This design comes from an exercise in tuning for small area and a short achievable clock period on the open sky130 flow, not from production work.
At most, simulation tests tie the RTL to the original design; equivalence was not proved.
No functional check of the RTL was part of run 3.
No activity file was given, so power comes from the tool's default toggle rates.

==> flow/design.v, too long to show whole: its modules and the start of the top module <==
// module register: 14 lines
// module alu_pre: 570 lines
// module alu_post: 212 lines
// module execute: 39 lines
// module simd_alu_top: 45 lines
module simd_alu_top (
    input  logic         clk,
    input  logic         rst,
    input  logic         overwriteFlags,
    input  logic [2:0]   pcWrEn,
    input  logic [2:0]   ExecuteOp,
    input  logic [127:0] vect1,
    input  logic [127:0] vect2,
    output logic [127:0] vectOut,
    output logic         pcWrEnOut
);
  // ...
==> flow/flow/run.sh <==
#!/bin/bash
# Standard layout, with one netlist clean-up between synthesis and floorplan:
# flow/fixinv.py removes the inverters that Yosys's full-adder extraction
# leaves between full adders (a full adder is self-dual, so flipping the
# polarity of some adders cancels them; half adders whose inputs would both
# need inverting become xor2 + nor2). Registers are not touched.
# Every port is buffered as in the standard flow, with the library's smallest
# buffer (buf_1) rather than buffer_ports' default pick.
# Timing repair aims at a setup slack of $MARGIN ns at the design's clock.
set -euo pipefail
MARGIN=6.75
RES=orfs/results/$FLOW_PLATFORM/simd_alu_top/base
bash standard.sh synth > synth.log 2>&1
python3 flow/fixinv.py $RES/1_2_yosys.v $RES/1_2_yosys.fixinv.v > fixinv.log 2>&1
cp $RES/1_2_yosys.v $RES/1_2_yosys.orig.v
mv $RES/1_2_yosys.fixinv.v $RES/1_2_yosys.v
rm -f $RES/1_synth.odb $RES/1_synth.sdc
bash standard.sh SETUP_SLACK_MARGIN=$MARGIN "BUFFER_PORTS_ARGS=-buffer_cell sky130_fd_sc_hd__buf_1" finish > layout.log 2>&1
==> flow/flow/fixinv.py <==
#!/usr/bin/env python3
"""Removes inverters between full adders in a flat sky130 netlist written by Yosys.

A full adder is self-dual: FA(~a, ~b, ~c) = (~cout, ~sum). Each fa cell may
therefore be "flipped" (its outputs then carry the complements of their
values, and its inputs must be fed complemented) without changing the
circuit. This picks flips greedily to minimise the number of nets that need
an inverted copy, then rewrites the netlist with one inverter per such net.
A half adder whose two inputs would both need an inverter is instead built as
xor2 + nor2 on the uninverted signals: HA(~a, ~b) = (a ^ b, ~(a | b)).

usage: fixinv.py IN.v OUT.v"""
import re
import sys

INV = re.compile(r"sky130_fd_sc_hd__(clk)?inv_\d+$")
FA = re.compile(r"sky130_fd_sc_hd__fa_\d+$")
HA = re.compile(r"sky130_fd_sc_hd__ha_\d+$")
OUT_PINS = {"X", "Y", "Q", "Q_N", "SUM", "COUT", "HI", "LO"}

src = open(sys.argv[1]).read()
m = re.search(r"^module\s+(\S+)\s*\((.*?)\);", src, re.S | re.M)
head_end = src.index(";", m.end() - 1) + 1
end = src.rindex("endmodule")
body = re.sub(r"\(\*.*?\*\)", "", src[head_end:end], flags=re.S)

# split the body into statements
stmts = [s.strip() for s in re.split(r";\s*\n", body) if s.strip()]
cells = []          # [type, name, [(pin, net)]]
others = []         # declarations and assigns, kept verbatim
ports_out = set()
cell_re = re.compile(r"^(sky130_fd_sc_hd__\w+)\s+(\S+)\s*\((.*)\)\s*$", re.S)
pin_re = re.compile(r"\.(\w+)\(\s*((?:\\\S+\s)|[^()]*?)\s*\)")
for s in stmts:
    s2 = s.rstrip(";").strip()
    cm = cell_re.match(s2)
    if cm:
        pins = [(p, n.strip()) for p, n in pin_re.findall(cm.group(3))]
        cells.append([cm.group(1), cm.group(2), pins])
    else:
        others.append(s2)
        om = re.match(r"output\s+(?:\[(\d+):(\d+)\]\s+)?(\S+)", s2)
        if om:
            if om.group(1):
                hi, lo = int(om.group(1)), int(om.group(2))
                for i in range(min(hi, lo), max(hi, lo) + 1):
                    ports_out.add(f"{om.group(3)}[{i}]")
            else:
                ports_out.add(om.group(3))
# nets used by assign statements count as fixed loads/drivers: keep them untouched
assign_nets = set()
for s in others:
    if s.startswith("assign"):
        for tok in re.findall(r"\\\S+|[A-Za-z_][\w$]*(?:\[\d+\])?", s[6:]):
            assign_nets.add(tok)

# inverters we may remove: output not a port and not used by an assign
inv_of = {}
removable = set()
for i, (t, name, pins) in enumerate(cells):
    if INV.match(t):
        d = dict(pins)
        y, a = d.get("Y"), d.get("A")
        if y and a and y not in ports_out and y not in assign_nets and a not in assign_nets:
            inv_of[y] = a
            removable.add(i)

def lit(net):
    pol = 0
    seen = 0
    while net in inv_of and seen < 100:
        net = inv_of[net]
        pol ^= 1
        seen += 1
    return net, pol

driver_fa = {}      # base net -> fa cell index
fa_ids = []
for i, (t, name, pins) in enumerate(cells):
    if FA.match(t):
        fa_ids.append(i)
        for p, n in pins:
            if p in ("SUM", "COUT"):
                driver_fa[n] = i

# loads: (cell index, pin, base, pol)
loads = []
for i, (t, name, pins) in enumerate(cells):
    if i in removable:
        continue
    for p, n in pins:
        if p in OUT_PINS:
            continue
        b, pol = lit(n)
        loads.append((i, p, b, pol))

x = {i: 0 for i in fa_ids}
# a half adder whose two inputs both need inverting becomes xor2 + nor2 on the
# uninverted signals: HA(~a, ~b) = (a ^ b, ~(a | b))
partner = {}
ha_pins = {}
for k, (i, p, b, pol) in enumerate(loads):
    if HA.match(cells[i][0]) and p in ("A", "B"):
        ha_pins.setdefault(i, {})[p] = k
for i, d in ha_pins.items():
    if "A" in d and "B" in d:
        partner[d["A"]] = d["B"]
        partner[d["B"]] = d["A"]
loads_by_net = {}
for k, (i, p, b, pol) in enumerate(loads):
    loads_by_net.setdefault(b, []).append(k)
nets_of_fa = {i: set() for i in fa_ids}
for k, (i, p, b, pol) in enumerate(loads):
    if i in x:
        nets_of_fa[i].add(b)
for b, i in driver_fa.items():
    nets_of_fa[i].add(b)
for i in fa_ids:
    extra = set()
    for b in nets_of_fa[i]:
        for k in loads_by_net.get(b, ()):
            if k in partner:
                extra.add(loads[partner[k]][2])
    nets_of_fa[i] |= extra

def parity(k):
    i, p, b, pol = loads[k]
    par = pol ^ x.get(driver_fa.get(b, -1), 0)
    if i in x:
        par ^= x[i]
    return par

def need_inv(k):
    par = parity(k)
    if par and k in partner and parity(partner[k]):
        return 0
    return par

def net_cost(b):
    return 1 if any(need_inv(k) for k in loads_by_net.get(b, ())) else 0

def total():
    return sum(net_cost(b) for b in loads_by_net)

before = total()
improved = True
rounds = 0
while improved and rounds < 50:
    improved = False
    rounds += 1
    for f in fa_ids:
        nets = nets_of_fa[f]
        c0 = sum(net_cost(b) for b in nets)
        x[f] ^= 1
        c1 = sum(net_cost(b) for b in nets)
        if c1 < c0:
            improved = True
        else:
            x[f] ^= 1
after = total()

# rewrite
new_inv = {}
out_cells = []
k_of = {}
for k, (i, p, b, pol) in enumerate(loads):
    k_of[(i, p)] = k
n_ha = 0
for i, (t, name, pins) in enumerate(cells):
    if i in removable:
        continue
    if HA.match(t) and (i, "A") in k_of and k_of[(i, "A")] in partner:
        ka = k_of[(i, "A")]
        if parity(ka) and parity(partner[ka]):
            d = dict(pins)
            a = loads[ka][2]
            bnet = loads[partner[ka]][2]
            out_cells.append(("sky130_fd_sc_hd__xor2_1", f"fixha_x{n_ha}", [("A", a), ("B", bnet), ("X", d["SUM"])]))
            if "COUT" in d:
                out_cells.append(("sky130_fd_sc_hd__nor2_1", f"fixha_n{n_ha}", [("A", a), ("B", bnet), ("Y", d["COUT"])]))
            n_ha += 1
            continue
    newpins = []
    for p, n in pins:
        if p in OUT_PINS:
            newpins.append((p, n))
            continue
        b, pol = lit(n)
        par = need_inv(k_of[(i, p)])
        if par:
            if b not in new_inv:
                new_inv[b] = f"fixinv_n{len(new_inv)}"
            newpins.append((p, new_inv[b]))
        else:
            newpins.append((p, b))
    out_cells.append((t, name, newpins))

lines = [src[:head_end]]
for s in others:
    lines.append("  " + s + " ;")
for b, nn in new_inv.items():
    lines.append(f"  wire {nn};")
for t, name, pins in out_cells:
    ps = ",\n".join(f"    .{p}({n}{' ' if n.startswith(chr(92)) else ''})" for p, n in pins)
    lines.append(f"  {t} {name} (\n{ps}\n  );")
for k, (b, nn) in enumerate(new_inv.items()):
    bb = b + (" " if b.startswith("\\") else "")
    lines.append(f"  sky130_fd_sc_hd__inv_1 fixinv_{k} (\n    .A({bb}),\n    .Y({nn})\n  );")
lines.append("endmodule")
open(sys.argv[2], "w").write("\n".join(lines) + "\n")
sys.stderr.write(f"fixinv: {len(fa_ids)} full adders, {sum(x.values())} flipped; "
                 f"{len(removable)} inverters removed, {len(new_inv)} inserted, {n_ha} half adders split "
                 f"(nets needing inversion {before} -> {after})\n")
==> flow/standard.sh <==
#!/bin/bash
# synth_recipe.tcl (not shown) runs the flow's synth.tcl, then flattens the netlist and writes it again
# the make line also repeats each setting of config.mk as NAME=value (left out here)
make -C /OpenROAD-flow-scripts/flow DESIGN_CONFIG=/design/flow/config.mk WORK_HOME=/design/flow/orfs CLKGATE_MAP_FILE= SYNTH_SCRIPT=/design/flow/synth_recipe.tcl "${@:-finish}"
==> flow/config.mk <==
export PLATFORM = sky130hd
export DESIGN_NAME = simd_alu_top
export DESIGN_NICKNAME = simd_alu_top
export VERILOG_FILES = /design/flow/design.v
export SDC_FILE = /design/flow/constraint.sdc
export NUM_CORES = 4
export LEC_CHECK = 0
export CAP_MARGIN = 0
export CELL_PAD_IN_SITES_DETAIL_PLACEMENT = 2
export CELL_PAD_IN_SITES_GLOBAL_PLACEMENT = 4
export CORE_MARGIN = 2
export CORE_UTILIZATION = 30
export CTS_BUF_LIST = sky130_fd_sc_hd__clkbuf_4 sky130_fd_sc_hd__clkbuf_8
export CTS_CLUSTER_DIAMETER = 60
export CTS_CLUSTER_SIZE = 20
export SLEW_MARGIN = 0
==> flow/constraint.sdc <==
create_clock -name core_clock -period 12.0 [get_ports {clk}]
set_input_delay 2.4000 -clock core_clock [delete_from_list [all_inputs] [get_ports {clk}]]
set_output_delay 2.4000 -clock core_clock [all_outputs]
set_load 0.01 [all_outputs]
==> impl_metrics.csv, run 1 <==
group,metric,value,unit
detailed_routing,first_pass_iters,6,
timing,relSlewSlack,1.41,%
cells_and_area,n_antenna_cell,29,
min_path,min_from,"a31_q[0]",
outcome,status,"no timing/DRC/antenna violations",
power,peakVddDrop,1.12,mV
floorplanning,tap_cells,3402,
cells_and_area,final_area,0.0889,mm2
placed_design,placed_area,0.0833,mm2
setup_path,critPathLaunchType,"input port",
power,power_density,365,mW/mm2
clock_tree,post_cts.repair.setup_buffers,114,
placed_design,dp.cells,11800,
cells_and_area,largest_reg_flops,532,
setup_path,cp_cell_sequence,"clkbuf_16 -> buf_16 -> or3b_4 -> buf_12 -> buf_16 -> buf_12 -> a21oi_2 -> buf_6 -> a22oi_1 -> xor2_1 -> fa_1 -> fa_1 -> fa_1",
power,seqPwrFrac,12.5,%
setup_path,ff2ff_path_depth,11,
clock_tree,cts_resized,133,
floorplanning,row_count,187,
clock_tree,tritoncts,"built",
cells_and_area,clk_share,3.20,%
floorplanning,die-area,0.266,mm2
timing,fin_setup_tns,0,ps
cells_and_area,mostFrequentLayoutCell,"xnor2_1",
cells_and_area,seq_area_share,15.3,%
power,switchingPower,17.9,mW
min_path,worstHoldPathType,"reg -> reg",
timing,worst_pin_slew,1480,ps
cells_and_area,multi_input_area,0.0607,mm2
power,p_total,32.4,mW
setup_path,rrSetupSlack,6850,ps
global_route,grt_pass1_vias,78500,
detailed_routing,via_per_inst,5.95,
global_route,antenna_found_initial,41,
clock_tree,h-tree-depth,3,
==> run 2, diff against run 1 <==
--- a/flow/config.mk
+++ b/flow/config.mk
@@ -5,7 +5,7 @@
 export SDC_FILE = /design/flow/constraint.sdc
 export NUM_CORES = 4
 export LEC_CHECK = 0
-export CAP_MARGIN = 0
+export CAP_MARGIN = 20
 export CELL_PAD_IN_SITES_DETAIL_PLACEMENT = 2
 export CELL_PAD_IN_SITES_GLOBAL_PLACEMENT = 4
 export CORE_MARGIN = 2
@@ -13,4 +13,4 @@
 export CTS_BUF_LIST = sky130_fd_sc_hd__clkbuf_4 sky130_fd_sc_hd__clkbuf_8
 export CTS_CLUSTER_DIAMETER = 60
 export CTS_CLUSTER_SIZE = 20
-export SLEW_MARGIN = 0
+export SLEW_MARGIN = 20
==> run 2 against run 1 <==
  * Clock power down 3%
  * Still clean
  * Clock-buffer cell count is 7 lower
  * Largest cell class unchanged
  * Global-route usage fell by 0.13 points
  * Utilization shrank 0.065 points
  * Combinational power hardly changed
==> impl_metrics.csv, run 2 <==
group,metric,value,unit
floorplanning,die_y,515,um
min_path,worstHoldPathType,"reg -> reg",
setup_path,setup.worst_path.end_class,"register",
power,p_total,32.3,mW
clock_tree,tritoncts,"built",
global_route,gr-usage-all-layers,31.1,%
detailed_routing,drcViolationCount,0,
setup_path,r2r-start,"q_q[380]",
detailed_routing,routedWlPerCell,34.8,um
timing,setup_ws,6720,ps
flow_run,max_cap_violations,0,
timing,max_clock_freq,189,MHz
placed_design,place_hpwl,285,mm
logic_synthesis,syn-cell-area,0.0784,mm2
clock_tree,h-tree-depth,3,
floorplanning,die-area,0.266,mm2
setup_path,worst-path-buf-inv,6,
global_route,grt_pass1_vias,78300,
placed_design,dp_slack,4070,ps
clock_tree,clk_pin_slew,80,ps
timing,relSlewSlack,22.8,%
setup_path,cp_max_fo,13,
setup_path,crit_required,12920,ps
placed_design,portBuffers,393,
cells_and_area,nets,10200,
timing,period_minus_slack,5280,ps
timing,worst_pin_slew,1150,ps
detailed_routing,ant_nets,0,
min_path,min_from,"a31_q[0]",
global_route,antenna_found_initial,41,
logic_synthesis,syn_avg_cell_area,9.07,um2
clock_tree,root_buffer,"clkbuf_8",
power,power_density,364,mW/mm2
outcome,status,"no timing/DRC/antenna violations",
global_route,grt-ovfl-total,0,
floorplanning,die_width,515,um
detailed_routing,dr_total_vias,72700,
timing,fin_setup_tns,0,ps
cells_and_area,largest-register,"q_q",
clock_tree,hold_buffers,0,
timing,hold_viol,0,
timing,setup_viol,0,
detailed_routing,m1WireLength,187,mm
power,leakagePower,33.0,nW
setup_path,worstSetupPathType,"in -> reg",
timing,maxSlewViolCount,0,
floorplanning,io_pins,394,
setup_path,cp_slowest_stage_delay,670,ps
logic_synthesis,yosys_warnings,4,
clock_tree,cts.path.max_buffers,4,
detailed_routing,topRoutingLayerUsed,"met5",
setup_path,cp_num_cells,13,
detailed_routing,via_per_inst,5.96,
min_path,hold_depth,0,
logic_synthesis,netlist_instances,8644,
setup_path,startpoint,"ExecuteOp[2]",
logic_synthesis,syn-num-nets,10100,
detailed_routing,wl_met2,198,mm
timing,skew,82.7,ps
setup_path,critical_path_arrival,6200,ps
cells_and_area,final_layout_size_suffix_gt1_share,11.5,%
placed_design,globalplace.congestion,0.834,
setup_path,crit_family,"adder cells",
setup_path,ff2ff_path_depth,12,
detailed_routing,route.met3.wl,26.1,mm
power,peakVddDrop,0.880,mV
detailed_routing,routed_wl,425,mm
setup_path,cp_cell_sequence,"clkbuf_16 -> buf_16 -> or3b_4 -> buf_6 -> buf_16 -> buf_16 -> a21oi_2 -> buf_4 -> a22oi_1 -> xor2_1 -> fa_1 -> fa_1 -> fa_1",
floorplanning,core,0.260,mm2
clock_tree,worstSkewPairLatency,1050,ps
detailed_routing,drt_iter0_drc,6744,
clock_tree,cts_buffers,113,
timing,finalCritPeriodShare,44.0,%
cells_and_area,mostFrequentLayoutCells,"956 x xnor2_1, 890 x a22oi_1, 833 x fa_1",
cells_and_area,top_regs,"q_q (532), vectOut (128)",
cells_and_area,mostFrequentLayoutCell,"xnor2_1",
cells_and_area,largest_reg_flops,532,
floorplanning,initial_utilization,30.2,%
timing,holdWs,329,ps
global_route,grt_pass1_wl,600,mm
setup_path,critPathLaunchType,"input port",
global_route,grt_max_degree,75,
floorplanning,row_count,187,
clock_tree,clock-sinks,679,
detailed_routing,first_pass_iters,6,
cells_and_area,syn2layout_area_growth,13.1,%
cells_and_area,fillerInstances,28600,
timing,rsz0062_at_grt,"true",
setup_path,critPathSlowestCell,"fa_1",
-- run 2: changes by cell type in the layout (fill, tap and decap cells not counted), sizes merged, moves of 2 or more --
| cell | before | now |
|---|---|---|
| bufinv | 12 | 10 |
| diode | 29 | 20 |
| clkinv | 37 | 35 |
| inv | 465 | 475 |
| clkbuf | 175 | 165 |
| buf | 765 | 770 |
| and2 | 68 | 66 |
| clkinvlp | 16 | 11 |
-- run 2: final cells by class --
cell class,count,area (um2),area share (%)
clock buffers,121,1640,1.85
clock inverters,87,1100,1.24
diodes,20,50.0,0.0564
well taps,3402,4260,4.80
repair buffers,819,5690,6.42
flip-flops and latches,679,13600,15.3
inverters,444,1690,1.91
multi-input cells,6633,60700,68.4
-- run 2: path summary, 6_finish.rpt --
kind	slack, ps	to
min in group asynchronous	1190	execute_stage.negative_flag_register.dataOut
setup reg to reg	7020	execute_stage.zeroFlag_register.dataOut
max in group asynchronous	10680	execute_stage.pend_register.dataOut
setup / recovery	6720	q_q[361]
hold / removal	330	execute_stage.a31_q[0]
hold reg to reg	330	execute_stage.a31_q[0]
-- run 2: power by group --
part / switching (mW) / total [mW] / leakage (nW) / internal [mW]
clock: 1.38 / 2.62 / 1.37 / 1.24
combinational: 15.9 / 25.7 / 25.9 / 9.71
sequential: 0.523 / 4.06 / 5.72 / 3.54
total: 17.9 / 32.3 / 33.0 / 14.5
-- run 2: worst reg2reg max path, delay by kind of cell (launching register included) --
family / cells / cell delay, ps
multiplexers: 1 / 270
adder cells (fa/ha/maj): 3 / 1500
flip-flops: 1 / 320
XOR/XNOR: 6 / 1710
AND/OR/NAND/NOR: 2 / 1110
-- run 2: repair_timing --
action / 4_1_cts / 5_1_grt
cloned: 16 / 6
endpoints found under the hold margin: 0 / 0
setup buffers: 101 / 38
endpoints found under the setup margin: 501 / 124
pin swaps: 12 / 9
resized for setup: 119 / 43
-- run 2: layer usage --
layer  vias up  GRT usage [%]
met5         -              0
met4        22           9.76
met3       571           4.12
met2      2772           50.7
met1     38900           42.6
li1      30500              -
-- run 2: per-stage QoR --
stage                     utilization (%)  area, um2  instances
final                                34.2      88700      12200
after global routing                 34.2      88700      12200
after CTS                            33.9      88000      12100
after detailed placement             32.1      83400      11800
after global placement               32.1      83300      11800
after floorplan                         -      79600       8644
==> module alu_pre, before the edit <==
module alu_pre (
    input  logic [31:0] a, b,
    input  logic [2:0]  op,
    output logic [132:0] q
);
    wire is_mul = op == 3'd4;
    wire is_add = op == 3'd2 || op == 3'd3 || op == 3'd7;
    wire [32:0] bx = {b, 1'b0};
    logic [15:0] one, two, neg;
    genvar j;
    generate for (j = 0; j < 16; j = j + 1) begin : enc
        wire b1 = bx[2*j+2], b0 = bx[2*j+1], bl = bx[2*j];
        if (j == 0) assign one[j] = (is_mul & (b0 ^ bl)) | is_add;
        else        assign one[j] = is_mul & (b0 ^ bl);
        assign two[j] = is_mul & ((b1 & ~b0 & ~bl) | (~b1 & b0 & bl));
        if (j == 0) assign neg[j] = is_mul & b1;
        else        assign neg[j] = b1 & ~(b0 & bl);
    end endgenerate
    wire [32:0] ax = {a, 1'b0};
    wire [39:0] X = {a, 8'b0} | {8'b0, a};
    logic [8:0] sel;
    always_comb for (int k = 0; k < 9; k++)
        sel[k] = (op == 3'd5 && b[2:0] == k) || (op == 3'd6 && 4'd8 - b[2:0] == k);
    logic [31:0] sh;
    always_comb for (int i = 0; i < 32; i++) begin
        sh[i] = 1'b0;
        for (int k = 0; k < 9; k++) sh[i] = sh[i] | (sel[k] & X[i+k]);
    end
    logic [31:0] bb;
    always_comb
        case (op)
            3'd1: bb = a ^ b;
            3'd2: bb = b;
            3'd3: bb = ~b;
            3'd7: bb = 32'd4;
            default: bb = sh;
        endcase
    wire cin = op == 3'd3;
    wire [31:0] pp0 = (({32{one[0]}} & ax[32:1]) | ({32{two[0]}} & ax[31:0])) ^ {32{neg[0]}};
    wire [29:0] pp1 = (({30{one[1]}} & ax[30:1]) | ({30{two[1]}} & ax[29:0])) ^ {30{neg[1]}};
    wire [27:0] pp2 = (({28{one[2]}} & ax[28:1]) | ({28{two[2]}} & ax[27:0])) ^ {28{neg[2]}};
    wire [25:0] pp3 = (({26{one[3]}} & ax[26:1]) | ({26{two[3]}} & ax[25:0])) ^ {26{neg[3]}};
    wire [23:0] pp4 = (({24{one[4]}} & ax[24:1]) | ({24{two[4]}} & ax[23:0])) ^ {24{neg[4]}};
    wire [21:0] pp5 = (({22{one[5]}} & ax[22:1]) | ({22{two[5]}} & ax[21:0])) ^ {22{neg[5]}};
    wire [19:0] pp6 = (({20{one[6]}} & ax[20:1]) | ({20{two[6]}} & ax[19:0])) ^ {20{neg[6]}};
    wire [17:0] pp7 = (({18{one[7]}} & ax[18:1]) | ({18{two[7]}} & ax[17:0])) ^ {18{neg[7]}};
    wire [15:0] pp8 = (({16{one[8]}} & ax[16:1]) | ({16{two[8]}} & ax[15:0])) ^ {16{neg[8]}};
    wire [13:0] pp9 = (({14{one[9]}} & ax[14:1]) | ({14{two[9]}} & ax[13:0])) ^ {14{neg[9]}};
    wire [11:0] pp10 = (({12{one[10]}} & ax[12:1]) | ({12{two[10]}} & ax[11:0])) ^ {12{neg[10]}};
    wire [9:0] pp11 = (({10{one[11]}} & ax[10:1]) | ({10{two[11]}} & ax[9:0])) ^ {10{neg[11]}};
    wire [7:0] pp12 = (({8{one[12]}} & ax[8:1]) | ({8{two[12]}} & ax[7:0])) ^ {8{neg[12]}};
    wire [5:0] pp13 = (({6{one[13]}} & ax[6:1]) | ({6{two[13]}} & ax[5:0])) ^ {6{neg[13]}};
    wire [3:0] pp14 = (({4{one[14]}} & ax[4:1]) | ({4{two[14]}} & ax[3:0])) ^ {4{neg[14]}};
    wire [1:0] pp15 = (({2{one[15]}} & ax[2:1]) | ({2{two[15]}} & ax[1:0])) ^ {2{neg[15]}};
    wire fs0 = cin ^ neg[0] ^ pp0[0];
    wire fc0 = (cin & neg[0]) | (pp0[0] & (cin | neg[0]));
    wire fs1 = pp0[1] ^ fc0 ^ bb[1];
    wire fc1 = (pp0[1] & fc0) | (bb[1] & (pp0[1] | fc0));
    wire fs2 = neg[1] ^ pp0[2] ^ pp1[0];
    wire fc2 = (neg[1] & pp0[2]) | (pp1[0] & (neg[1] | pp0[2]));
    wire fs3 = pp0[3] ^ pp1[1] ^ fc2;
    wire fc3 = (pp0[3] & pp1[1]) | (fc2 & (pp0[3] | pp1[1]));
    wire fs4 = neg[2] ^ pp0[4] ^ pp1[2];
    wire fc4 = (neg[2] & pp0[4]) | (pp1[2] & (neg[2] | pp0[4]));
    wire fs5 = pp2[0] ^ fs4 ^ fc3;
    wire fc5 = (pp2[0] & fs4) | (fc3 & (pp2[0] | fs4));
    wire fs6 = pp0[5] ^ pp1[3] ^ pp2[1];
    wire fc6 = (pp0[5] & pp1[3]) | (pp2[1] & (pp0[5] | pp1[3]));
    wire fs7 = fc4 ^ fs6 ^ bb[5];
    wire fc7 = (fc4 & fs6) | (bb[5] & (fc4 | fs6));
    wire fs8 = neg[3] ^ pp0[6] ^ pp1[4];
    wire fc8 = (neg[3] & pp0[6]) | (pp1[4] & (neg[3] | pp0[6]));
    wire fs9 = pp2[2] ^ pp3[0] ^ fc6;
    wire fc9 = (pp2[2] & pp3[0]) | (fc6 & (pp2[2] | pp3[0]));
    wire fs10 = fs8 ^ fs9 ^ bb[6];
    wire fc10 = (fs8 & fs9) | (bb[6] & (fs8 | fs9));
    wire fs11 = pp0[7] ^ pp1[5] ^ pp2[3];
    wire fc11 = (pp0[7] & pp1[5]) | (pp2[3] & (pp0[7] | pp1[5]));
    wire fs12 = pp3[1] ^ fc8 ^ fs11;
    wire fc12 = (pp3[1] & fc8) | (fs11 & (pp3[1] | fc8));
    wire fs13 = fc9 ^ fs12 ^ bb[7];
    wire fc13 = (fc9 & fs12) | (bb[7] & (fc9 | fs12));
    wire fs14 = neg[4] ^ pp0[8] ^ pp1[6];
    wire fc14 = (neg[4] & pp0[8]) | (pp1[6] & (neg[4] | pp0[8]));
    wire fs15 = pp2[4] ^ pp3[2] ^ pp4[0];
    wire fc15 = (pp2[4] & pp3[2]) | (pp4[0] & (pp2[4] | pp3[2]));
    wire fs16 = fc11 ^ fs14 ^ fs15;
    wire fc16 = (fc11 & fs14) | (fs15 & (fc11 | fs14));
    wire fs17 = fc12 ^ fs16 ^ bb[8];
    wire fc17 = (fc12 & fs16) | (bb[8] & (fc12 | fs16));
    wire fs18 = pp0[9] ^ pp1[7] ^ pp2[5];
    wire fc18 = (pp0[9] & pp1[7]) | (pp2[5] & (pp0[9] | pp1[7]));
    wire fs19 = pp3[3] ^ pp4[1] ^ fc14;
    wire fc19 = (pp3[3] & pp4[1]) | (fc14 & (pp3[3] | pp4[1]));
    wire fs20 = fc15 ^ fs18 ^ fc16;
    wire fc20 = (fc15 & fs18) | (fc16 & (fc15 | fs18));
    wire fs21 = neg[5] ^ pp0[10] ^ pp1[8];
    wire fc21 = (neg[5] & pp0[10]) | (pp1[8] & (neg[5] | pp0[10]));
    wire fs22 = pp2[6] ^ pp3[4] ^ pp4[2];
    wire fc22 = (pp2[6] & pp3[4]) | (pp4[2] & (pp2[6] | pp3[4]));
    wire hs23 = pp5[0] ^ fc18;
    wire hc23 = pp5[0] & fc18;
    wire fs24 = fs21 ^ fs22 ^ hs23;
    wire fc24 = (fs21 & fs22) | (hs23 & (fs21 | fs22));
    wire fs25 = pp0[11] ^ pp1[9] ^ pp2[7];
    wire fc25 = (pp0[11] & pp1[9]) | (pp2[7] & (pp0[11] | pp1[9]));
    wire fs26 = pp3[5] ^ pp4[3] ^ pp5[1];
    wire fc26 = (pp3[5] & pp4[3]) | (pp5[1] & (pp3[5] | pp4[3]));
    wire hs27 = fc21 ^ fc22;
    wire hc27 = fc21 & fc22;
    wire fs28 = fs25 ^ fs26 ^ hc23;
    wire fc28 = (fs25 & fs26) | (hc23 & (fs25 | fs26));
    wire fs29 = hs27 ^ bb[11] ^ fc24;
    wire fc29 = (hs27 & bb[11]) | (fc24 & (hs27 | bb[11]));
    wire fs30 = neg[6] ^ pp0[12] ^ pp1[10];
    wire fc30 = (neg[6] & pp0[12]) | (pp1[10] & (neg[6] | pp0[12]));
    wire fs31 = pp2[8] ^ pp3[6] ^ pp4[4];
    wire fc31 = (pp2[8] & pp3[6]) | (pp4[4] & (pp2[8] | pp3[6]));
    wire fs32 = pp5[2] ^ pp6[0] ^ fc25;
    wire fc32 = (pp5[2] & pp6[0]) | (fc25 & (pp5[2] | pp6[0]));
    wire fs33 = fc26 ^ fs30 ^ fs31;
    wire fc33 = (fc26 & fs30) | (fs31 & (fc26 | fs30));
    wire fs34 = hc27 ^ fs32 ^ fs33;
    wire fc34 = (hc27 & fs32) | (fs33 & (hc27 | fs32));
    wire fs35 = pp0[13] ^ pp1[11] ^ pp2[9];
    wire fc35 = (pp0[13] & pp1[11]) | (pp2[9] & (pp0[13] | pp1[11]));
    wire fs36 = pp3[7] ^ pp4[5] ^ pp5[3];
    wire fc36 = (pp3[7] & pp4[5]) | (pp5[3] & (pp3[7] | pp4[5]));
    wire fs37 = pp6[1] ^ fc30 ^ fc31;
    wire fc37 = (pp6[1] & fc30) | (fc31 & (pp6[1] | fc30));
    wire hs38 = fs35 ^ fs36;
    wire hc38 = fs35 & fs36;
    wire fs39 = hs38 ^ fc32 ^ fc33;
    wire fc39 = (hs38 & fc32) | (fc33 & (hs38 | fc32));
    wire fs40 = neg[7] ^ pp0[14] ^ pp1[12];
    wire fc40 = (neg[7] & pp0[14]) | (pp1[12] & (neg[7] | pp0[14]));
    wire fs41 = pp2[10] ^ pp3[8] ^ pp4[6];
    wire fc41 = (pp2[10] & pp3[8]) | (pp4[6] & (pp2[10] | pp3[8]));
    wire fs42 = pp5[4] ^ pp6[2] ^ pp7[0];
    wire fc42 = (pp5[4] & pp6[2]) | (pp7[0] & (pp5[4] | pp6[2]));
    wire fs43 = fc35 ^ fc36 ^ fs40;
    wire fc43 = (fc35 & fc36) | (fs40 & (fc35 | fc36));
    wire hs44 = fs41 ^ fs42;
    wire hc44 = fs41 & fs42;
    wire fs45 = hc38 ^ hs44 ^ fc37;
    wire fc45 = (hc38 & hs44) | (fc37 & (hc38 | hs44));
    wire fs46 = pp0[15] ^ pp1[13] ^ pp2[11];
    wire fc46 = (pp0[15] & pp1[13]) | (pp2[11] & (pp0[15] | pp1[13]));
    wire fs47 = pp3[9] ^ pp4[7] ^ pp5[5];
    wire fc47 = (pp3[9] & pp4[7]) | (pp5[5] & (pp3[9] | pp4[7]));
    wire fs48 = pp6[3] ^ pp7[1] ^ fc40;
    wire fc48 = (pp6[3] & pp7[1]) | (fc40 & (pp6[3] | pp7[1]));
    wire fs49 = fc41 ^ fc42 ^ fs46;
    wire fc49 = (fc41 & fc42) | (fs46 & (fc41 | fc42));
    wire hs50 = fs47 ^ hc44;
    wire hc50 = fs47 & hc44;
    wire fs51 = fc43 ^ fs48 ^ fs49;
    wire fc51 = (fc43 & fs48) | (fs49 & (fc43 | fs48));
    wire fs52 = neg[8] ^ pp0[16] ^ pp1[14];
    wire fc52 = (neg[8] & pp0[16]) | (pp1[14] & (neg[8] | pp0[16]));
    wire fs53 = pp2[12] ^ pp3[10] ^ pp4[8];
    wire fc53 = (pp2[12] & pp3[10]) | (pp4[8] & (pp2[12] | pp3[10]));
    wire fs54 = pp5[6] ^ pp6[4] ^ pp7[2];
    wire fc54 = (pp5[6] & pp6[4]) | (pp7[2] & (pp5[6] | pp6[4]));
    wire fs55 = pp8[0] ^ fc46 ^ fc47;
    wire fc55 = (pp8[0] & fc46) | (fc47 & (pp8[0] | fc46));
    wire fs56 = fs52 ^ fs53 ^ fs54;
    wire fc56 = (fs52 & fs53) | (fs54 & (fs52 | fs53));
    wire hs57 = fc48 ^ fc49;
    wire hc57 = fc48 & fc49;
    wire fs58 = fs55 ^ fs56 ^ hc50;
    wire fc58 = (fs55 & fs56) | (hc50 & (fs55 | fs56));
    wire fs59 = pp0[17] ^ pp1[15] ^ pp2[13];
    wire fc59 = (pp0[17] & pp1[15]) | (pp2[13] & (pp0[17] | pp1[15]));
    wire fs60 = pp3[11] ^ pp4[9] ^ pp5[7];
    wire fc60 = (pp3[11] & pp4[9]) | (pp5[7] & (pp3[11] | pp4[9]));
    wire fs61 = pp6[5] ^ pp7[3] ^ pp8[1];
    wire fc61 = (pp6[5] & pp7[3]) | (pp8[1] & (pp6[5] | pp7[3]));
    wire fs62 = fc52 ^ fc53 ^ fc54;
    wire fc62 = (fc52 & fc53) | (fc54 & (fc52 | fc53));
    wire fs63 = fs59 ^ fs60 ^ fs61;
    wire fc63 = (fs59 & fs60) | (fs61 & (fs59 | fs60));
    wire hs64 = fc55 ^ fc56;
    wire hc64 = fc55 & fc56;
    wire fs65 = fs62 ^ fs63 ^ bb[17];
    wire fc65 = (fs62 & fs63) | (bb[17] & (fs62 | fs63));
    wire fs66 = neg[9] ^ pp0[18] ^ pp1[16];
    wire fc66 = (neg[9] & pp0[18]) | (pp1[16] & (neg[9] | pp0[18]));
    wire fs67 = pp2[14] ^ pp3[12] ^ pp4[10];
    wire fc67 = (pp2[14] & pp3[12]) | (pp4[10] & (pp2[14] | pp3[12]));
    wire fs68 = pp5[8] ^ pp6[6] ^ pp7[4];
    wire fc68 = (pp5[8] & pp6[6]) | (pp7[4] & (pp5[8] | pp6[6]));
    wire fs69 = pp8[2] ^ pp9[0] ^ fc59;
    wire fc69 = (pp8[2] & pp9[0]) | (fc59 & (pp8[2] | pp9[0]));
    wire fs70 = fc60 ^ fc61 ^ fs66;
    wire fc70 = (fc60 & fc61) | (fs66 & (fc60 | fc61));
    wire fs71 = fs67 ^ fs68 ^ fc62;
    wire fc71 = (fs67 & fs68) | (fc62 & (fs67 | fs68));
    wire hs72 = fc63 ^ fs69;
    wire hc72 = fc63 & fs69;
    wire fs73 = fs70 ^ bb[18] ^ hc64;
    wire fc73 = (fs70 & bb[18]) | (hc64 & (fs70 | bb[18]));
    wire fs74 = pp0[19] ^ pp1[17] ^ pp2[15];
    wire fc74 = (pp0[19] & pp1[17]) | (pp2[15] & (pp0[19] | pp1[17]));
    wire fs75 = pp3[13] ^ pp4[11] ^ pp5[9];
    wire fc75 = (pp3[13] & pp4[11]) | (pp5[9] & (pp3[13] | pp4[11]));
    wire fs76 = pp6[7] ^ pp7[5] ^ pp8[3];
    wire fc76 = (pp6[7] & pp7[5]) | (pp8[3] & (pp6[7] | pp7[5]));
    wire fs77 = pp9[1] ^ fc66 ^ fc67;
    wire fc77 = (pp9[1] & fc66) | (fc67 & (pp9[1] | fc66));
    wire fs78 = fc68 ^ fs74 ^ fs75;
    wire fc78 = (fc68 & fs74) | (fs75 & (fc68 | fs74));
    wire fs79 = fs76 ^ fc69 ^ fc70;
    wire fc79 = (fs76 & fc69) | (fc70 & (fs76 | fc69));
    wire hs80 = fs77 ^ fs78;
    wire hc80 = fs77 & fs78;
    wire fs81 = neg[10] ^ pp0[20] ^ pp10[0];
    wire fc81 = (neg[10] & pp0[20]) | (pp10[0] & (neg[10] | pp0[20]));
    wire fs82 = pp1[18] ^ pp2[16] ^ pp3[14];
    wire fc82 = (pp1[18] & pp2[16]) | (pp3[14] & (pp1[18] | pp2[16]));
    wire fs83 = pp4[12] ^ pp5[10] ^ pp6[8];
    wire fc83 = (pp4[12] & pp5[10]) | (pp6[8] & (pp4[12] | pp5[10]));
    wire fs84 = pp7[6] ^ pp8[4] ^ pp9[2];
    wire fc84 = (pp7[6] & pp8[4]) | (pp9[2] & (pp7[6] | pp8[4]));
    wire fs85 = fc74 ^ fc75 ^ fc76;
    wire fc85 = (fc74 & fc75) | (fc76 & (fc74 | fc75));
    wire fs86 = fs81 ^ fs82 ^ fs83;
    wire fc86 = (fs81 & fs82) | (fs83 & (fs81 | fs82));
    wire fs87 = fs84 ^ fc77 ^ fc78;
    wire fc87 = (fs84 & fc77) | (fc78 & (fs84 | fc77));
    wire fs88 = fs85 ^ fs86 ^ bb[20];
    wire fc88 = (fs85 & fs86) | (bb[20] & (fs85 | fs86));
    wire fs89 = pp0[21] ^ pp10[1] ^ pp1[19];
    wire fc89 = (pp0[21] & pp10[1]) | (pp1[19] & (pp0[21] | pp10[1]));
    wire fs90 = pp2[17] ^ pp3[15] ^ pp4[13];
    wire fc90 = (pp2[17] & pp3[15]) | (pp4[13] & (pp2[17] | pp3[15]));
    wire fs91 = pp5[11] ^ pp6[9] ^ pp7[7];
    wire fc91 = (pp5[11] & pp6[9]) | (pp7[7] & (pp5[11] | pp6[9]));
    wire fs92 = pp8[5] ^ pp9[3] ^ fc81;
    wire fc92 = (pp8[5] & pp9[3]) | (fc81 & (pp8[5] | pp9[3]));
    wire fs93 = fc82 ^ fc83 ^ fc84;
    wire fc93 = (fc82 & fc83) | (fc84 & (fc82 | fc83));
    wire fs94 = fs89 ^ fs90 ^ fs91;
    wire fc94 = (fs89 & fs90) | (fs91 & (fs89 | fs90));
    wire fs95 = fc85 ^ fc86 ^ fs92;
    wire fc95 = (fc85 & fc86) | (fs92 & (fc85 | fc86));
    wire fs96 = fs93 ^ fs94 ^ bb[21];
    wire fc96 = (fs93 & fs94) | (bb[21] & (fs93 | fs94));
    wire fs97 = neg[11] ^ pp0[22] ^ pp10[2];
    wire fc97 = (neg[11] & pp0[22]) | (pp10[2] & (neg[11] | pp0[22]));
    wire fs98 = pp11[0] ^ pp1[20] ^ pp2[18];
    wire fc98 = (pp11[0] & pp1[20]) | (pp2[18] & (pp11[0] | pp1[20]));
    wire fs99 = pp3[16] ^ pp4[14] ^ pp5[12];
    wire fc99 = (pp3[16] & pp4[14]) | (pp5[12] & (pp3[16] | pp4[14]));
    wire fs100 = pp6[10] ^ pp7[8] ^ pp8[6];
    wire fc100 = (pp6[10] & pp7[8]) | (pp8[6] & (pp6[10] | pp7[8]));
    wire fs101 = pp9[4] ^ fc89 ^ fc90;
    wire fc101 = (pp9[4] & fc89) | (fc90 & (pp9[4] | fc89));
    wire fs102 = fc91 ^ fs100 ^ fs97;
    wire fc102 = (fc91 & fs100) | (fs97 & (fc91 | fs100));
    wire fs103 = fs98 ^ fs99 ^ fc92;
    wire fc103 = (fs98 & fs99) | (fc92 & (fs98 | fs99));
    wire fs104 = fc93 ^ fc94 ^ fs101;
    wire fc104 = (fc93 & fc94) | (fs101 & (fc93 | fc94));
    wire fs105 = pp0[23] ^ pp10[3] ^ pp11[1];
    wire fc105 = (pp0[23] & pp10[3]) | (pp11[1] & (pp0[23] | pp10[3]));
    wire fs106 = pp1[21] ^ pp2[19] ^ pp3[17];
    wire fc106 = (pp1[21] & pp2[19]) | (pp3[17] & (pp1[21] | pp2[19]));
    wire fs107 = pp4[15] ^ pp5[13] ^ pp6[11];
    wire fc107 = (pp4[15] & pp5[13]) | (pp6[11] & (pp4[15] | pp5[13]));
    wire fs108 = pp7[9] ^ pp8[7] ^ pp9[5];
    wire fc108 = (pp7[9] & pp8[7]) | (pp9[5] & (pp7[9] | pp8[7]));
    wire fs109 = fc100 ^ fc97 ^ fc98;
    wire fc109 = (fc100 & fc97) | (fc98 & (fc100 | fc97));
    wire fs110 = fc99 ^ fs105 ^ fs106;
    wire fc110 = (fc99 & fs105) | (fs106 & (fc99 | fs105));
    wire fs111 = fs107 ^ fs108 ^ fc101;
    wire fc111 = (fs107 & fs108) | (fc101 & (fs107 | fs108));
    wire hs112 = fc102 ^ fs109;
    wire hc112 = fc102 & fs109;
    wire fs113 = fs110 ^ bb[23] ^ hs112;
    wire fc113 = (fs110 & bb[23]) | (hs112 & (fs110 | bb[23]));
    wire fs114 = neg[12] ^ pp0[24] ^ pp10[4];
    wire fc114 = (neg[12] & pp0[24]) | (pp10[4] & (neg[12] | pp0[24]));
    wire fs115 = pp11[2] ^ pp12[0] ^ pp1[22];
    wire fc115 = (pp11[2] & pp12[0]) | (pp1[22] & (pp11[2] | pp12[0]));
    wire fs116 = pp2[20] ^ pp3[18] ^ pp4[16];
    wire fc116 = (pp2[20] & pp3[18]) | (pp4[16] & (pp2[20] | pp3[18]));
    wire fs117 = pp5[14] ^ pp6[12] ^ pp7[10];
    wire fc117 = (pp5[14] & pp6[12]) | (pp7[10] & (pp5[14] | pp6[12]));
    wire fs118 = pp8[8] ^ pp9[6] ^ fc105;
    wire fc118 = (pp8[8] & pp9[6]) | (fc105 & (pp8[8] | pp9[6]));
    wire fs119 = fc106 ^ fc107 ^ fc108;
    wire fc119 = (fc106 & fc107) | (fc108 & (fc106 | fc107));
    wire fs120 = fs114 ^ fs115 ^ fs116;
    wire fc120 = (fs114 & fs115) | (fs116 & (fs114 | fs115));
    wire fs121 = fs117 ^ fc109 ^ fc110;
    wire fc121 = (fs117 & fc109) | (fc110 & (fs117 | fc109));
    wire fs122 = fs118 ^ fs119 ^ fs120;
    wire fc122 = (fs118 & fs119) | (fs120 & (fs118 | fs119));
    wire fs123 = pp0[25] ^ pp10[5] ^ pp11[3];
    wire fc123 = (pp0[25] & pp10[5]) | (pp11[3] & (pp0[25] | pp10[5]));
    wire fs124 = pp12[1] ^ pp1[23] ^ pp2[21];
    wire fc124 = (pp12[1] & pp1[23]) | (pp2[21] & (pp12[1] | pp1[23]));
    wire fs125 = pp3[19] ^ pp4[17] ^ pp5[15];
    wire fc125 = (pp3[19] & pp4[17]) | (pp5[15] & (pp3[19] | pp4[17]));
    wire fs126 = pp6[13] ^ pp7[11] ^ pp8[9];
    wire fc126 = (pp6[13] & pp7[11]) | (pp8[9] & (pp6[13] | pp7[11]));
    wire fs127 = pp9[7] ^ fc114 ^ fc115;
    wire fc127 = (pp9[7] & fc114) | (fc115 & (pp9[7] | fc114));
    wire fs128 = fc116 ^ fc117 ^ fs123;
    wire fc128 = (fc116 & fc117) | (fs123 & (fc116 | fc117));
    wire fs129 = fs124 ^ fs125 ^ fs126;
    wire fc129 = (fs124 & fs125) | (fs126 & (fs124 | fs125));
    wire fs130 = fc118 ^ fc119 ^ fc120;
    wire fc130 = (fc118 & fc119) | (fc120 & (fc118 | fc119));
    wire hs131 = fs127 ^ fs128;
    wire hc131 = fs127 & fs128;
    wire fs132 = neg[13] ^ pp0[26] ^ pp10[6];
    wire fc132 = (neg[13] & pp0[26]) | (pp10[6] & (neg[13] | pp0[26]));
    wire fs133 = pp11[4] ^ pp12[2] ^ pp13[0];
    wire fc133 = (pp11[4] & pp12[2]) | (pp13[0] & (pp11[4] | pp12[2]));
    wire fs134 = pp1[24] ^ pp2[22] ^ pp3[20];
    wire fc134 = (pp1[24] & pp2[22]) | (pp3[20] & (pp1[24] | pp2[22]));
    wire fs135 = pp4[18] ^ pp5[16] ^ pp6[14];
    wire fc135 = (pp4[18] & pp5[16]) | (pp6[14] & (pp4[18] | pp5[16]));
    wire fs136 = pp7[12] ^ pp8[10] ^ pp9[8];
    wire fc136 = (pp7[12] & pp8[10]) | (pp9[8] & (pp7[12] | pp8[10]));
    wire fs137 = fc123 ^ fc124 ^ fc125;
    wire fc137 = (fc123 & fc124) | (fc125 & (fc123 | fc124));
    wire fs138 = fc126 ^ fs132 ^ fs133;
    wire fc138 = (fc126 & fs132) | (fs133 & (fc126 | fs132));
    wire fs139 = fs134 ^ fs135 ^ fs136;
    wire fc139 = (fs134 & fs135) | (fs136 & (fs134 | fs135));
    wire fs140 = fc127 ^ fc128 ^ fc129;
    wire fc140 = (fc127 & fc128) | (fc129 & (fc127 | fc128));
    wire hs141 = fs137 ^ fs138;
    wire hc141 = fs137 & fs138;
    wire fs142 = fs139 ^ bb[26] ^ hc131;
    wire fc142 = (fs139 & bb[26]) | (hc131 & (fs139 | bb[26]));
    wire fs143 = pp0[27] ^ pp10[7] ^ pp11[5];
    wire fc143 = (pp0[27] & pp10[7]) | (pp11[5] & (pp0[27] | pp10[7]));
    wire fs144 = pp12[3] ^ pp13[1] ^ pp1[25];
    wire fc144 = (pp12[3] & pp13[1]) | (pp1[25] & (pp12[3] | pp13[1]));
    wire fs145 = pp2[23] ^ pp3[21] ^ pp4[19];
    wire fc145 = (pp2[23] & pp3[21]) | (pp4[19] & (pp2[23] | pp3[21]));
    wire fs146 = pp5[17] ^ pp6[15] ^ pp7[13];
    wire fc146 = (pp5[17] & pp6[15]) | (pp7[13] & (pp5[17] | pp6[15]));
    wire fs147 = pp8[11] ^ pp9[9] ^ fc132;
    wire fc147 = (pp8[11] & pp9[9]) | (fc132 & (pp8[11] | pp9[9]));
    wire fs148 = fc133 ^ fc134 ^ fc135;
    wire fc148 = (fc133 & fc134) | (fc135 & (fc133 | fc134));
    wire fs149 = fc136 ^ fs143 ^ fs144;
    wire fc149 = (fc136 & fs143) | (fs144 & (fc136 | fs143));
    wire fs150 = fs145 ^ fs146 ^ fc137;
    wire fc150 = (fs145 & fs146) | (fc137 & (fs145 | fs146));
    wire fs151 = fc138 ^ fc139 ^ fs147;
    wire fc151 = (fc138 & fc139) | (fs147 & (fc138 | fc139));
    wire fs152 = fs148 ^ fs149 ^ bb[27];
    wire fc152 = (fs148 & fs149) | (bb[27] & (fs148 | fs149));
    wire fs153 = neg[14] ^ pp0[28] ^ pp10[8];
    wire fc153 = (neg[14] & pp0[28]) | (pp10[8] & (neg[14] | pp0[28]));
    wire fs154 = pp11[6] ^ pp12[4] ^ pp13[2];
    wire fc154 = (pp11[6] & pp12[4]) | (pp13[2] & (pp11[6] | pp12[4]));
    wire fs155 = pp14[0] ^ pp1[26] ^ pp2[24];
    wire fc155 = (pp14[0] & pp1[26]) | (pp2[24] & (pp14[0] | pp1[26]));
    wire fs156 = pp3[22] ^ pp4[20] ^ pp5[18];
    wire fc156 = (pp3[22] & pp4[20]) | (pp5[18] & (pp3[22] | pp4[20]));
    wire fs157 = pp6[16] ^ pp7[14] ^ pp8[12];
    wire fc157 = (pp6[16] & pp7[14]) | (pp8[12] & (pp6[16] | pp7[14]));
    wire fs158 = pp9[10] ^ fc143 ^ fc144;
    wire fc158 = (pp9[10] & fc143) | (fc144 & (pp9[10] | fc143));
    wire fs159 = fc145 ^ fc146 ^ fs153;
    wire fc159 = (fc145 & fc146) | (fs153 & (fc145 | fc146));
    wire fs160 = fs154 ^ fs155 ^ fs156;
    wire fc160 = (fs154 & fs155) | (fs156 & (fs154 | fs155));
    wire fs161 = fs157 ^ fc147 ^ fc148;
    wire fc161 = (fs157 & fc147) | (fc148 & (fs157 | fc147));
    wire fs162 = fc149 ^ fs158 ^ fs159;
    wire fc162 = (fc149 & fs158) | (fs159 & (fc149 | fs158));
    wire hs163 = fs160 ^ bb[28];
    wire hc163 = fs160 & bb[28];
    wire fs164 = pp0[29] ^ pp10[9] ^ pp11[7];
    wire fc164 = (pp0[29] & pp10[9]) | (pp11[7] & (pp0[29] | pp10[9]));
    wire fs165 = pp12[5] ^ pp13[3] ^ pp14[1];
    wire fc165 = (pp12[5] & pp13[3]) | (pp14[1] & (pp12[5] | pp13[3]));
    wire fs166 = pp1[27] ^ pp2[25] ^ pp3[23];
    wire fc166 = (pp1[27] & pp2[25]) | (pp3[23] & (pp1[27] | pp2[25]));
    wire fs167 = pp4[21] ^ pp5[19] ^ pp6[17];
    wire fc167 = (pp4[21] & pp5[19]) | (pp6[17] & (pp4[21] | pp5[19]));
    wire fs168 = pp7[15] ^ pp8[13] ^ pp9[11];
    wire fc168 = (pp7[15] & pp8[13]) | (pp9[11] & (pp7[15] | pp8[13]));
    wire fs169 = fc153 ^ fc154 ^ fc155;
    wire fc169 = (fc153 & fc154) | (fc155 & (fc153 | fc154));
    wire fs170 = fc156 ^ fc157 ^ fs164;
    wire fc170 = (fc156 & fc157) | (fs164 & (fc156 | fc157));
    wire fs171 = fs165 ^ fs166 ^ fs167;
    wire fc171 = (fs165 & fs166) | (fs167 & (fs165 | fs166));
    wire fs172 = fs168 ^ fc158 ^ fc159;
    wire fc172 = (fs168 & fc158) | (fc159 & (fs168 | fc158));
    wire fs173 = fc160 ^ fs169 ^ fs170;
    wire fc173 = (fc160 & fs169) | (fs170 & (fc160 | fs169));
    wire hs174 = fs171 ^ bb[29];
    wire hc174 = fs171 & bb[29];
    wire fs175 = neg[15] ^ pp0[30] ^ pp10[10];
    wire fc175 = (neg[15] & pp0[30]) | (pp10[10] & (neg[15] | pp0[30]));
    wire fs176 = pp11[8] ^ pp12[6] ^ pp13[4];
    wire fc176 = (pp11[8] & pp12[6]) | (pp13[4] & (pp11[8] | pp12[6]));
    wire fs177 = pp14[2] ^ pp15[0] ^ pp1[28];
    wire fc177 = (pp14[2] & pp15[0]) | (pp1[28] & (pp14[2] | pp15[0]));
    wire fs178 = pp2[26] ^ pp3[24] ^ pp4[22];
    wire fc178 = (pp2[26] & pp3[24]) | (pp4[22] & (pp2[26] | pp3[24]));
    wire fs179 = pp5[20] ^ pp6[18] ^ pp7[16];
    wire fc179 = (pp5[20] & pp6[18]) | (pp7[16] & (pp5[20] | pp6[18]));
    wire fs180 = pp8[14] ^ pp9[12] ^ fc164;
    wire fc180 = (pp8[14] & pp9[12]) | (fc164 & (pp8[14] | pp9[12]));
    wire fs181 = fc165 ^ fc166 ^ fc167;
    wire fc181 = (fc165 & fc166) | (fc167 & (fc165 | fc166));
    wire fs182 = fc168 ^ fs175 ^ fs176;
    wire fc182 = (fc168 & fs175) | (fs176 & (fc168 | fs175));
    wire fs183 = fs177 ^ fs178 ^ fs179;
    wire fc183 = (fs177 & fs178) | (fs179 & (fs177 | fs178));
    wire fs184 = fc169 ^ fc170 ^ fc171;
    wire fc184 = (fc169 & fc170) | (fc171 & (fc169 | fc170));
    wire fs185 = fs180 ^ fs181 ^ fs182;
    wire fc185 = (fs180 & fs181) | (fs182 & (fs180 | fs181));
    wire hs186 = fs183 ^ bb[30];
    wire hc186 = fs183 & bb[30];
    wire xs187 = pp0[31] ^ pp10[11] ^ pp11[9];
    wire xs188 = pp12[7] ^ pp13[5] ^ pp14[3];
    wire xs189 = pp15[1] ^ pp1[29] ^ pp2[27];
    wire xs190 = pp3[25] ^ pp4[23] ^ pp5[21];
    wire xs191 = pp6[19] ^ pp7[17] ^ pp8[15];
    wire xs192 = pp9[13] ^ xs187 ^ xs188;
    wire xs193 = xs189 ^ xs190 ^ xs191;
    wire xs194 = xs192 ^ xs193 ^ bb[31];
    assign q[0] = fs0;
    assign q[1] = bb[0];
    assign q[2] = fs1;
    assign q[3] = fs2;
    assign q[4] = bb[2];
    assign q[5] = fc1;
    assign q[6] = fs3;
    assign q[7] = bb[3];
    assign q[8] = bb[4];
    assign q[9] = fs5;
    assign q[10] = fc5;
    assign q[11] = fs7;
    assign q[12] = fc7;
    assign q[13] = fs10;
    assign q[14] = fc10;
    assign q[15] = fs13;
    assign q[16] = fc13;
    assign q[17] = fs17;
    assign q[18] = fs19;
    assign q[19] = bb[9];
    assign q[20] = fs20;
    assign q[21] = fc17;
    assign q[22] = fc19;
    assign q[23] = bb[10];
    assign q[24] = fs24;
    assign q[25] = fc20;
    assign q[26] = fs28;
    assign q[27] = fs29;
    assign q[28] = fc28;
    assign q[29] = bb[12];
    assign q[30] = fs34;
    assign q[31] = fc29;
    assign q[32] = fs37;
    assign q[33] = bb[13];
    assign q[34] = fc34;
    assign q[35] = fs39;
    assign q[36] = fs43;
    assign q[37] = bb[14];
    assign q[38] = fc39;
    assign q[39] = fs45;
    assign q[40] = hs50;
    assign q[41] = bb[15];
    assign q[42] = fc45;
    assign q[43] = fs51;
    assign q[44] = bb[16];
    assign q[45] = hs57;
    assign q[46] = fc51;
    assign q[47] = fs58;
    assign q[48] = hc57;
    assign q[49] = hs64;
    assign q[50] = fc58;
    assign q[51] = fs65;
    assign q[52] = hs72;
    assign q[53] = fs71;
    assign q[54] = fc65;
    assign q[55] = fs73;
    assign q[56] = bb[19];
    assign q[57] = hc72;
    assign q[58] = fc71;
    assign q[59] = hs80;
    assign q[60] = fs79;
    assign q[61] = fc73;
    assign q[62] = hc80;
    assign q[63] = fc79;
    assign q[64] = fs87;
    assign q[65] = fs88;
    assign q[66] = fc87;
    assign q[67] = fs95;
    assign q[68] = fc88;
    assign q[69] = fs96;
    assign q[70] = fs102;
    assign q[71] = bb[22];
    assign q[72] = fc95;
    assign q[73] = fs103;
    assign q[74] = fs104;
    assign q[75] = fc96;
    assign q[76] = fc103;
    assign q[77] = fc104;
    assign q[78] = fs111;
    assign q[79] = fs113;
    assign q[80] = bb[24];
    assign q[81] = hc112;
    assign q[82] = fc111;
    assign q[83] = fs121;
    assign q[84] = fs122;
    assign q[85] = fc113;
    assign q[86] = fs129;
    assign q[87] = bb[25];
    assign q[88] = hs131;
    assign q[89] = fc121;
    assign q[90] = fc122;
    assign q[91] = fs130;
    assign q[92] = hs141;
    assign q[93] = fc130;
    assign q[94] = fs140;
    assign q[95] = fs142;
    assign q[96] = hc141;
    assign q[97] = fc140;
    assign q[98] = fs150;
    assign q[99] = fs151;
    assign q[100] = fc142;
    assign q[101] = fs152;
    assign q[102] = fc150;
    assign q[103] = fc151;
    assign q[104] = fs161;
    assign q[105] = fs162;
    assign q[106] = hs163;
    assign q[107] = fc152;
    assign q[108] = fc161;
    assign q[109] = fc162;
    assign q[110] = fs172;
    assign q[111] = fs173;
    assign q[112] = hc163;
    assign q[113] = hs174;
    assign q[114] = fc172;
    assign q[115] = fc173;
    assign q[116] = fs184;
    assign q[117] = fs185;
    assign q[118] = hc174;
    assign q[119] = hs186;
    assign q[120] = fc175;
    assign q[121] = fc176;
    assign q[122] = fc177;
    assign q[123] = fc178;
    assign q[124] = fc179;
    assign q[125] = fc180;
    assign q[126] = fc181;
    assign q[127] = fc182;
    assign q[128] = fc183;
    assign q[129] = fc184;
    assign q[130] = fc185;
    assign q[131] = hc186;
    assign q[132] = xs194;
endmodule
==> run 3, diff against run 2 <==
--- a/flow/design.v
+++ b/flow/design.v
@@ -27,8 +27,7 @@
         if (j == 0) assign one[j] = (is_mul & (b0 ^ bl)) | is_add;
         else        assign one[j] = is_mul & (b0 ^ bl);
         assign two[j] = is_mul & ((b1 & ~b0 & ~bl) | (~b1 & b0 & bl));
-        if (j == 0) assign neg[j] = is_mul & b1;
-        else        assign neg[j] = b1 & ~(b0 & bl);
+        assign neg[j] = is_mul & b1 & ~(b0 & bl);
     end endgenerate
     wire [32:0] ax = {a, 1'b0};
     wire [39:0] X = {a, 8'b0} | {8'b0, a};
--- a/flow/flow/run.sh
+++ b/flow/flow/run.sh
@@ -2,13 +2,12 @@
 # Standard layout, with one netlist clean-up between synthesis and floorplan:
 # flow/fixinv.py removes the inverters that Yosys's full-adder extraction
 # leaves between full adders (a full adder is self-dual, so flipping the
-# polarity of some adders cancels them; half adders whose inputs would both
-# need inverting become xor2 + nor2). Registers are not touched.
+# polarity of some adders cancels them). Registers are not touched.
 # Every port is buffered as in the standard flow, with the library's smallest
 # buffer (buf_1) rather than buffer_ports' default pick.
 # Timing repair aims at a setup slack of $MARGIN ns at the design's clock.
 set -euo pipefail
-MARGIN=6.75
+MARGIN=6.5
 RES=orfs/results/$FLOW_PLATFORM/simd_alu_top/base
 bash standard.sh synth > synth.log 2>&1
 python3 flow/fixinv.py $RES/1_2_yosys.v $RES/1_2_yosys.fixinv.v > fixinv.log 2>&1
--- a/flow/flow/fixinv.py
+++ b/flow/flow/fixinv.py
@@ -6,8 +6,6 @@
 values, and its inputs must be fed complemented) without changing the
 circuit. This picks flips greedily to minimise the number of nets that need
 an inverted copy, then rewrites the netlist with one inverter per such net.
-A half adder whose two inputs would both need an inverter is instead built as
-xor2 + nor2 on the uninverted signals: HA(~a, ~b) = (a ^ b, ~(a | b)).
 
 usage: fixinv.py IN.v OUT.v"""
 import re
@@ -15,7 +13,6 @@
 
 INV = re.compile(r"sky130_fd_sc_hd__(clk)?inv_\d+$")
 FA = re.compile(r"sky130_fd_sc_hd__fa_\d+$")
-HA = re.compile(r"sky130_fd_sc_hd__ha_\d+$")
 OUT_PINS = {"X", "Y", "Q", "Q_N", "SUM", "COUT", "HI", "LO"}
 
 src = open(sys.argv[1]).read()
@@ -95,17 +92,6 @@
         loads.append((i, p, b, pol))
 
 x = {i: 0 for i in fa_ids}
-# a half adder whose two inputs both need inverting becomes xor2 + nor2 on the
-# uninverted signals: HA(~a, ~b) = (a ^ b, ~(a | b))
-partner = {}
-ha_pins = {}
-for k, (i, p, b, pol) in enumerate(loads):
-    if HA.match(cells[i][0]) and p in ("A", "B"):
-        ha_pins.setdefault(i, {})[p] = k
-for i, d in ha_pins.items():
-    if "A" in d and "B" in d:
-        partner[d["A"]] = d["B"]
-        partner[d["B"]] = d["A"]
 loads_by_net = {}
 for k, (i, p, b, pol) in enumerate(loads):
     loads_by_net.setdefault(b, []).append(k)
@@ -115,25 +101,12 @@
         nets_of_fa[i].add(b)
 for b, i in driver_fa.items():
     nets_of_fa[i].add(b)
-for i in fa_ids:
-    extra = set()
-    for b in nets_of_fa[i]:
-        for k in loads_by_net.get(b, ()):
-            if k in partner:
-                extra.add(loads[partner[k]][2])
-    nets_of_fa[i] |= extra
 
-def parity(k):
+def need_inv(k):
     i, p, b, pol = loads[k]
     par = pol ^ x.get(driver_fa.get(b, -1), 0)
     if i in x:
         par ^= x[i]
-    return par
-
-def need_inv(k):
-    par = parity(k)
-    if par and k in partner and parity(partner[k]):
-        return 0
     return par
 
 def net_cost(b):
@@ -162,31 +135,18 @@
 # rewrite
 new_inv = {}
 out_cells = []
-k_of = {}
-for k, (i, p, b, pol) in enumerate(loads):
-    k_of[(i, p)] = k
-n_ha = 0
 for i, (t, name, pins) in enumerate(cells):
     if i in removable:
         continue
-    if HA.match(t) and (i, "A") in k_of and k_of[(i, "A")] in partner:
-        ka = k_of[(i, "A")]
-        if parity(ka) and parity(partner[ka]):
-            d = dict(pins)
-            a = loads[ka][2]
-            bnet = loads[partner[ka]][2]
-            out_cells.append(("sky130_fd_sc_hd__xor2_1", f"fixha_x{n_ha}", [("A", a), ("B", bnet), ("X", d["SUM"])]))
-            if "COUT" in d:
-                out_cells.append(("sky130_fd_sc_hd__nor2_1", f"fixha_n{n_ha}", [("A", a), ("B", bnet), ("Y", d["COUT"])]))
-            n_ha += 1
-            continue
     newpins = []
     for p, n in pins:
         if p in OUT_PINS:
             newpins.append((p, n))
             continue
         b, pol = lit(n)
-        par = need_inv(k_of[(i, p)])
+        par = pol ^ x.get(driver_fa.get(b, -1), 0)
+        if i in x:
+            par ^= x[i]
         if par:
             if b not in new_inv:
                 new_inv[b] = f"fixinv_n{len(new_inv)}"
@@ -209,5 +169,5 @@
 lines.append("endmodule")
 open(sys.argv[2], "w").write("\n".join(lines) + "\n")
 sys.stderr.write(f"fixinv: {len(fa_ids)} full adders, {sum(x.values())} flipped; "
-                 f"{len(removable)} inverters removed, {len(new_inv)} inserted, {n_ha} half adders split "
+                 f"{len(removable)} inverters removed, {len(new_inv)} inserted "
                  f"(nets needing inversion {before} -> {after})\n")
--- a/flow/config.mk
+++ b/flow/config.mk
@@ -10,7 +10,4 @@
 export CELL_PAD_IN_SITES_GLOBAL_PLACEMENT = 4
 export CORE_MARGIN = 2
 export CORE_UTILIZATION = 30
-export CTS_BUF_LIST = sky130_fd_sc_hd__clkbuf_4 sky130_fd_sc_hd__clkbuf_8
-export CTS_CLUSTER_DIAMETER = 60
-export CTS_CLUSTER_SIZE = 20
 export SLEW_MARGIN = 20
==> run 3 against run 2 <==
  * Setup slack lost 240 ps
  * Sequential power down 18%
  * Via count up 1.4%
  * Hold slack worse by 2.8 ps
  * Sequential share of layout area fell by 0.48 points
  * Clock-buffer cell count increased by 1
  * Maximum frequency decreased by 4.3%
  * Synthesized area rose by 2.3%
  * Synthesized cell count up 3.6%
  * Sequential cell count stayed put
  * Still clean
  * Combinational power shrank 52%
  * Critical path depth is 2 lower
==> impl_metrics.csv, run 3 <==
group,metric,value,unit
power,p_total,18.9,mW
detailed_routing,drcViolationCount,0,
floorplanning,die-area,0.272,mm2
setup_path,cp_max_fo,51,
detailed_routing,drt_iter0_drc,5978,
floorplanning,core,0.266,mm2
clock_tree,clk_pin_slew,60,ps
setup_path,worstSetupPathType,"in -> reg",
timing,rsz0062_at_grt,"true",
global_route,grt_max_degree,81,
cells_and_area,final_layout_size_suffix_gt1_share,11.4,%
clock_tree,root_buffer,"clkbuf_16",
global_route,gr-usage-all-layers,30.6,%
detailed_routing,ant_nets,0,
cells_and_area,top_regs,"q_q (532), vectOut (128)",
logic_synthesis,yosys_warnings,4,
power,peakVddDrop,0.412,mV
power,seqPwrFrac,17.6,%
detailed_routing,dr_total_vias,73800,
logic_synthesis,syn_avg_cell_area,8.96,um2
outcome,status,"no timing/DRC/antenna violations",
setup_path,setup.worst_path.end_class,"register",
min_path,worstHoldPathType,"reg -> reg",
clock_tree,cts_buffers,100,
timing,skew,97.3,ps
timing,maxSlewViolCount,0,
clock_tree,clock-sinks,679,
timing,max_clock_freq,181,MHz
power,power_density,207,mW/mm2
logic_synthesis,syn-cell-area,0.0802,mm2
clock_tree,tritoncts,"built",
cells_and_area,nets,10600,
floorplanning,io_pins,394,
setup_path,cp_cell_sequence,"clkbuf_16 -> or3b_4 -> buf_12 -> buf_16 -> a21oi_4 -> a22oi_1 -> xnor2_2 -> fa_1 -> fa_1 -> inv_1 -> fa_2",
placed_design,globalplace.congestion,0.828,
power,swShare,49.9,%
detailed_routing,first_pass_iters,6,
global_route,grt-ovfl-total,0,
placed_design,place_hpwl,295,mm
global_route,antenna_found_initial,58,
timing,setup_viol,0,
placed_design,portBuffers,393,
timing,finalCritPeriodShare,46.0,%
cells_and_area,largest_reg_flops,532,
setup_path,rrSetupSlack,6890,ps
cells_and_area,multi_input_area,0.0621,mm2
clock_tree,worstSkewPairLatency,910,ps
cells_and_area,largest-register,"q_q",
floorplanning,die_y,521,um
timing,worst_pin_slew,1060,ps
timing,relSlewSlack,29.4,%
placed_design,dp.cells,12300,
power,leakagePower,36.3,nW
clock_tree,h-tree-depth,3,
setup_path,cp_slowest_stage_delay,560,ps
cells_and_area,fillerInstances,29300,
setup_path,critPathSlowestCell,"or3b_4",
global_route,grt_pass1_vias,80200,
clock_tree,hold_buffers,0,
global_route,grt_pass1_wl,607,mm
cells_and_area,mostFrequentLayoutCell,"a22oi_1",
timing,period_minus_slack,5520,ps
floorplanning,initial_utilization,30.2,%
timing,setup_ws,6480,ps
setup_path,crit_required,12780,ps
logic_synthesis,netlist_instances,8956,
logic_synthesis,syn-num-nets,10600,
detailed_routing,via_per_inst,5.86,
placed_design,dp_slack,3980,ps
setup_path,critical_path_arrival,6300,ps
detailed_routing,routedWlPerCell,33.8,um
## run 3: changes by cell type in the layout (fill, tap and decap cells not counted), moves of 36 or more
cell / change
inv_1: +199
nor2_1: -160
o21ai_0: +136
ha_1: +128
clkbuf_8: -105
clkbuf_16: +101
xnor2_1: -74
nor3_1: +63
a21oi_1: +52
o22ai_1: -47
a22oi_2: +36
## run 3: routing by layer
| layer | share of wire (%) | vias up | track usage (%) |
|---|---|---|---|
| li1 | - | 31200 | - |
| met1 | 45 | 39400 | 41.9 |
| met2 | 47 | 2572 | 50.2 |
| met3 | 5.4 | 577 | 3.57 |
| met4 | 3.0 | 18 | 9.10 |
| met5 | 0.027 | - | 0 |
## run 3: worst max-delay path: cells and delay by family
| family | cells | cell delay [ps] |
|---|---|---|
| buf+inv | 4 | 720 |
| simple gates | 1 | 560 |
| fa+ha+maj | 3 | 1580 |
| xor+xnor | 1 | 370 |
| compound gates | 2 | 490 |
## run 3: path summary, 6_finish.rpt
path,start,end,depth (start not counted)
min in group asynchronous,rst,execute_stage.negative_flag_register.dataOut,2
hold / removal,a31_q[2],execute_stage.a31_q[2],0
setup reg to reg,q_q[22],vectOut[28],11
max in group asynchronous,rst,execute_stage.pend_register.dataOut,2
hold reg to reg,a31_q[2],execute_stage.a31_q[2],0
setup / recovery,ExecuteOp[0],q_q[478],11
## run 3: what timing repair did
item | CTS | global route
endpoints found under the setup margin | 480 | 112
resized for setup | 110 | 54
pin swaps | 15 | 10
buffers inserted | 62 | 59
cloned | 8 | 4
endpoints found under the hold margin | 0 | 0
## run 3: metrics by stage
stage | cell area (um2) | hold slack, ps | util [%]
after floorplan | 82000 | 310 | -
after global placement | 85900 | 311 | 32.4
after detailed placement | 85900 | 315 | 32.4
after CTS | 90600 | 329 | 34.1
after global routing | 91500 | 342 | 34.5
final | 91600 | 326 | 34.5
## run 3: layout make-up
class	instances	area share (%)
Antenna cell	31	0.0847
Timing Repair Buffer	801	5.83
Clock inverter	55	0.862
Tap cell	3533	4.83
Multi-Input combinational cell	6723	67.8
Clock buffer	122	2.98
Sequential cell	679	14.9
Inverter	654	2.73
## run 3: power by group through the flow
stage / registers (mW) / clock network (mW) / logic (mW)
4_1_cts: 3.35 / 3.38 / 12.6
3_3_place_gp: 3.38 / 0 / 12.1
6_report: 3.33 / 3.28 / 12.3
2_1_floorplan: 3.38 / 0 / 7.57
3_5_place_dp: 3.40 / 0 / 12.4
5_1_grt: 3.40 / 3.47 / 13.6

==> re-timing with driven ports <==
No port has a modelled driver above. Below, the same layouts with a new extraction and two added sets of constraints. Step 1, drivers: a clkbuf_16 drives clk and a buf_2 each remaining input, both assumed. Step 2 also shifts input and output timing later by t, the mid clock arrival at the registers, as if the neighbouring blocks saw the same clock. Slacks: no drivers / after step 1 / after step 2; pairs: no drivers / after step 1.
| run | t, ns | setup slack, ns |
|---|---|---|
| run 1 | 1.120 | 6.751 / 6.513 / 5.393 |
| run 2 | 1.108 | 6.718 / 6.465 / 5.357 |
| run 3 | 0.963 | 6.482 / 6.535 / 5.572 |
After both steps every run listed still meets setup and hold.
